This design comes from an exercise in tuning for small area, a short achievable clock period and few clock cycles on the open sky130 flow, not from production work.
At most, simulation tests tie the RTL to the original design; equivalence was not proved.

## taylor_sine
module taylor_sine(
    input clock,
    input reset,
    input start_in,
    input signed [11:0] x_in,
    output reg ready_out,
    output [11:0] sin_out
);
reg armed;
reg [5:1] ph;           
reg [11:0] t, n2, acc;
reg [5:0] b_one, b_two, b_neg;    
wire idle = ~|ph;
wire go   = idle && armed && start_in;
wire [10:0] u = ~n2[10:0];
wire big = (u >= 11'd1624 && u < 11'd1632) || (u >= 11'd1654 && u < 11'd1864) ||
           (u >= 11'd1868 && u < 11'd1912) || (u >= 11'd1916 && u < 11'd1918) ||
           (u >= 11'd1954 && u < 11'd1962);
wire n2_pos = !n2[11] && (n2[10:0] != 11'd0);
wire m3 = n2_pos && t[11];
wire signed [11:0] c0 = t;
wire m12 = n2[11] && (c0 <= -12'sd49);
wire [1:0] m = m3 ? 2'd3 : m12 ? (big ? 2'd2 : 2'd1) : 2'd0;
wire [11:0] bnext = (idle | ph[1]) ? x_in : ph[2] ? 12'd171 : ph[3] ? n2 : 12'd51;
reg [5:0] e_one, e_two, e_neg;
reg bm1;
integer i;
always @(*) begin
    for (i = 0; i < 6; i = i + 1) begin
        bm1 = (i == 0) ? 1'b0 : bnext[2*i-1];
        e_one[i] = bnext[2*i] ^ bm1;
        e_two[i] = (bnext[2*i+1] & ~bnext[2*i] & ~bm1) | (~bnext[2*i+1] & bnext[2*i] & bm1);
        e_neg[i] = bnext[2*i+1];
    end
end
reg [12:0] e0, e1, e2, e3, e4, e5;
reg [12:0] v;
always @(*) begin
    for (i = 0; i < 6; i = i + 1) begin
        v = b_one[i] ? {t[11], t} : b_two[i] ? {t, 1'b0} : 13'd0;
        case (i)
            0: e0 = v ^ {13{b_neg[i]}};
            1: e1 = v ^ {13{b_neg[i]}};
            2: e2 = v ^ {13{b_neg[i]}};
            3: e3 = v ^ {13{b_neg[i]}};
            4: e4 = v ^ {13{b_neg[i]}};
  ...
For scale: roughly 61 flip-flops, about 28 I/O pins, roughly 6700 sq um of cells after synthesis.
Settings: LEC_CHECK=0, CAP_MARGIN=20, CORE_MARGIN=2, CORE_UTILIZATION=65, CTS_BUF_LIST=sky130_fd_sc_hd__clkbuf_8, SETUP_SLACK_MARGIN=4.5, SLEW_MARGIN=20; clock period 10.0 ns.
standard.sh (not shown) runs the stock make flow with config.mk's settings and CLKGATE_MAP_FILE= SYNTH_SCRIPT=/design/flow/synth_recipe.tcl, a recipe that flattens the netlist after the stock synthesis.
==> flow/flow/run.sh <==
#!/bin/bash
# The standard layout (the standard.sh, unchanged steps and settings),
# except that the port buffers that global placement inserts on every
# input and output are the small sky130_fd_sc_hd__buf_1 instead of the
# buffer cell the resizer would pick by default.
set -euo pipefail
export BUFFER_PORTS_ARGS="-buffer_cell sky130_fd_sc_hd__buf_1"
bash standard.sh > standard.log 2>&1
The starting point ran to the end with no violations.
Testbench counts at the start, summed over its fixed seeds: cycles 11,192.
Rerun with:
==> flow/run.sh (new file) <==
#!/bin/bash
# synth_recipe.tcl (not shown) runs the flow's synth.tcl, then flattens the netlist and writes it again
# the make line also repeats each setting of config.mk as NAME=value (left out here)
make -C /OpenROAD-flow-scripts/flow DESIGN_CONFIG=/design/flow/config.mk WORK_HOME=/design/flow/orfs CLKGATE_MAP_FILE= SYNTH_SCRIPT=/design/flow/synth_recipe.tcl finish
--- a/flow/config.mk
+++ b/flow/config.mk
@@ -10 +10 @@
-export CORE_UTILIZATION = 65
+export CORE_UTILIZATION = 75
removed: flow/flow/run.sh
removed: flow/standard.sh
The changed run finished clean.
Via count increases by about 3%.
Wire length increases by about 3.3%.
Clock-buffer cell count increases by 1.
Cell count decreases by 2.9%.
Hold slack gets worse by 4.2 ps.
Design area increases by about 2.6%.
Setup slack gets worse by 10 ps.
Non-clock buffer count decreases by 1.
Rerun with:
--- a/flow/config.mk
+++ b/flow/config.mk
@@ -10 +10 @@
-export CORE_UTILIZATION = 75
+export CORE_UTILIZATION = 65
@@ -12 +12 @@
-export SETUP_SLACK_MARGIN = 4.5
+export SETUP_SLACK_MARGIN = 4
Core utilization is lower by 13 points.
Final area goes down slightly.
Die area goes up by about a fifth.
Worst hold slack gets better by 10 ps.
Synthesized cell count stays the same.
Register-to-register slack improved by 20 ps.
Rerun with:
--- a/flow/config.mk
+++ b/flow/config.mk
@@ -12 +12 @@
-export SETUP_SLACK_MARGIN = 4
+export SETUP_SLACK_MARGIN = 3.5
The changed run finished clean.
Wire length stays the same.
First-iteration DRC count stays the same.
Register-to-register slack stays flat.
Design area is unchanged.
Worst setup slack stays the same.
Count of clock-buffer cells in the layout is unchanged.

* * *

Setup of oak:
taylor_sine, a different RTL version from the one above (not shown whole).
For scale: ~3000 cells after synthesis, ~27 flip-flops, about 28 I/O pins, about 0.015 mm² of cells after synthesis.
==> flow/config.mk <==
export PLATFORM = sky130hd
export DESIGN_NAME = taylor_sine
export DESIGN_NICKNAME = taylor_sine
export VERILOG_FILES = /design/flow/design.v
export SDC_FILE = /design/flow/constraint.sdc
export NUM_CORES = 4
export LEC_CHECK = 0
export ABC_AREA = 1
export CAP_MARGIN = 20
export CORE_MARGIN = 2
export CORE_UTILIZATION = 28
export CTS_BUF_LIST = sky130_fd_sc_hd__clkbuf_8
export PLACE_DENSITY = 0.33
export SLEW_MARGIN = 20
==> flow/constraint.sdc <==
create_clock -name core_clock -period 10.0 [get_ports {clock}]
set_input_delay 2.0000 -clock core_clock [delete_from_list [all_inputs] [get_ports {clock}]]
set_output_delay 2.0000 -clock core_clock [all_outputs]
set_load 0.01 [all_outputs]
==> flow/flow/run.sh <==
#!/bin/bash
# The standard layout (the standard.sh, unchanged steps and settings),
# except that the port buffers that global placement inserts on every
# input and output are the small sky130_fd_sc_hd__buf_1 instead of the
# buffer cell the resizer would pick by default.
set -euo pipefail
export BUFFER_PORTS_ARGS="-buffer_cell sky130_fd_sc_hd__buf_1"
bash standard.sh > standard.log 2>&1
What ended oak was a tool error in global routing; the run never finished.
Relative to oak, the following input files were edited for pine:
# oak
export LEC_CHECK = 0
export ABC_AREA = 1
export CAP_MARGIN = 20
export CORE_MARGIN = 2
export CORE_UTILIZATION = 28
export CTS_BUF_LIST = sky130_fd_sc_hd__clkbuf_8
export PLACE_DENSITY = 0.33
export SLEW_MARGIN = 20
create_clock -name core_clock -period 10.0 [get_ports {clock}]
# pine
export LEC_CHECK = 0
export ABC_AREA = 1
export CAP_MARGIN = 20
export CORE_MARGIN = 2
export CORE_UTILIZATION = 35
export CTS_BUF_LIST = sky130_fd_sc_hd__clkbuf_8
export PLACE_DENSITY = 0.4
export SLEW_MARGIN = 20
create_clock -name core_clock -period 10.0 [get_ports {clock}]
==> comparison <==
pine terminated abnormally: global routing reported GRT-0116.
The cell total after placement number comes out higher for oak vs pine.
pine vs. oak: simple-gate portion of the synthesized area held, area after synthesis held, row count went down about 11%, die height went down about 10%, number of buffers inserted during clock tree synthesis held.
Lower post-placement setup slack among pine and oak: oak
Compared to oak, pine has final RePlAce weighted congestion 3.6% higher.
Going from oak to pine, detailed placer's ending HPWL shrank slightly.
No run of this note included a check of the RTL's function; only the layout flow was run.

* * *

Setup of job 1288:
Another version of the RTL of taylor_sine (not shown whole).
For scale: roughly 780 cells after synthesis, about 49 flip-flops, about 0.0063 mm^2 of cells after synthesis.
==> flow/design.v (excerpt) <==
module taylor_sine(
    input clock,
    input reset,
    input start_in,
    input signed [11:0] x_in,
    output reg ready_out,
    output [11:0] sin_out
);
Settings: LEC_CHECK=0, CAP_MARGIN=20, CORE_MARGIN=2, CORE_UTILIZATION=65, CTS_BUF_LIST=sky130_fd_sc_hd__clkbuf_8, PLACE_DENSITY=0.85, SETUP_SLACK_MARGIN=4.5, SLEW_MARGIN=20; clock period 10.0 ns.
Scripts as last shown in full above: flow/flow/run.sh
Job 1288 finished end to end and its layout was clean on timing, DRC and antenna.
Testbench counts of job 1288, summed over its fixed seeds: cycles 11,192.
## Diff of input files: job 1352 against job 1288
Settings: a deleted PLACE_DENSITY that had been 0.85.
Notes after the runs:
- A last element of the critical path of h[11] is what job 1288 shows, while t[9] belongs to job 1352.
- On flip-flop and latch share of the layout cell area, job 1352 tracks job 1288 almost exactly.
- Setup slack, job 1352 and job 1288, lower one = job 1288.
- On share of flip-flops with an asynchronous set or reset after synthesis, job 1352 and job 1288 are basically level.
- Diff job 1288 -> job 1352 | global routing usage summed across all routing layers | increase of 1.1 points
- Diff job 1288 -> job 1352: non-clock buffer count -4; wire length on met1 +6.0%; required time of the critical path +0.17 ns.
Input changes introduced in job 5657 (baseline for comparison: job 1352):
Settings: swapping 4.5 for 5 in SETUP_SLACK_MARGIN.
- Global-route usage: job 5657 higher than job 1352
- Master of the slowest instance on the critical path: dfxtp_1 -> job 1352, fa_1 -> job 5657
- Of job 1352 and job 5657, the lower number of ordinary and repair buffers in the finished layout belongs to job 1352.
- On post-place setup slack, the higher figure sits with job 5657, not job 1352.
- Job 5657 vs. job 1352: number of cells in the finished layout apart from fillers went up by 3.7%.
- Compared to job 1352, job 5657 leaves less free space in the core.
[inputs] job 2769 vs job 5657
Settings: an added PLACE_DENSITY of 0.8; a change of CORE_UTILIZATION from 65 to 70; a change of SETUP_SLACK_MARGIN from 5 to 4.5.
--- outcome ---
In the flow results for job 5657 and job 2769, the post-synthesis to final-layout area growth is larger on job 5657.
Diff job 5657 -> job 2769: worst setup margin went down by 0.27 ns, sequential share of cell area saw an increase, initial cell density of the core rose 4.7 points, post-route clock period utilization rose by 2.7 points, clock skew increased by 0.0045 ns relative to the old numbers.
Job 2769 — width of the chip about 3.5% lower, job 5657 as reference
Job 2769 went all the way through synthesis, placement and routing and the layout is clean on timing, DRC and antenna.
diff inputs: job 2769 => job 3949
Settings: CORE_UTILIZATION changed from 70 to 55; PLACE_DENSITY removed (was 0.8).
- The non-clock buffer count in job 3949 was higher than what job 2769 gave.
- Job 3949 against job 2769: maximum frequency from static timing analysis now larger.
- Compared with job 2769, in job 3949 relative area change from synthesis to final layout now larger; synthesized cell count did not really move; final critical delay including setup and external delays fell 0.021 ns; post-layout worst setup margin increased by 0.021 ns relative to the old numbers.

==> what the ideal ports hide <==
Ports are ideal in the flow. The routed layouts listed here were re-timed in OpenROAD.
Step 1 assumes that a clkbuf_16 drives the clock port and a buf_2 every other input.
Step 2 also shifts input and output timing later by t, the mid clock arrival at the registers, as if the neighbouring blocks saw the same clock.
Three values: ideal ports, drivers, drivers and shift; two values: the first two.
run | t (ns) | slack for setup (ns) | worst setup path at the end | clock arrival spread, ns | slew at the worst register clock pin (ns)
the first run of note 1 | 0.384 | 4.692 / 4.692 / 4.692 | register to register | 0.016 / 0.016 | 0.08 / 0.08
the second run of note 1 | 0.375 | 4.681 / 4.681 / 4.681 | register to register | 0.009 / 0.010 | 0.08 / 0.08
the third run of note 1 | 0.392 | 4.701 / 4.701 / 4.701 | register to register | 0.014 / 0.014 | 0.08 / 0.08
the fourth run of note 1 | 0.392 | 4.701 / 4.701 / 4.701 | register to register | 0.014 / 0.014 | 0.08 / 0.08
job 1288 | 0.344 | 4.744 / 4.751 / 4.407 | input to register | 0.014 / 0.014 | 0.11 / 0.11
job 1352 | 0.344 | 4.757 / 4.757 / 4.439 | input to register | 0.015 / 0.014 | 0.11 / 0.11
job 5657 | 0.341 | 5.046 / 5.046 / 4.823 | input to register | 0.012 / 0.012 | 0.11 / 0.11
job 2769 | 0.345 | 4.772 / 4.774 / 4.439 | input to register | 0.017 / 0.016 | 0.11 / 0.11
job 3949 | 0.349 | 4.793 / 4.793 / 4.461 | input to register | 0.014 / 0.013 | 0.10 / 0.10
After both steps setup and hold are still met in every run listed. The setup slack of job 1288, which loses most, moves by +0.007 ns with the drivers and by -0.337 ns with both steps.
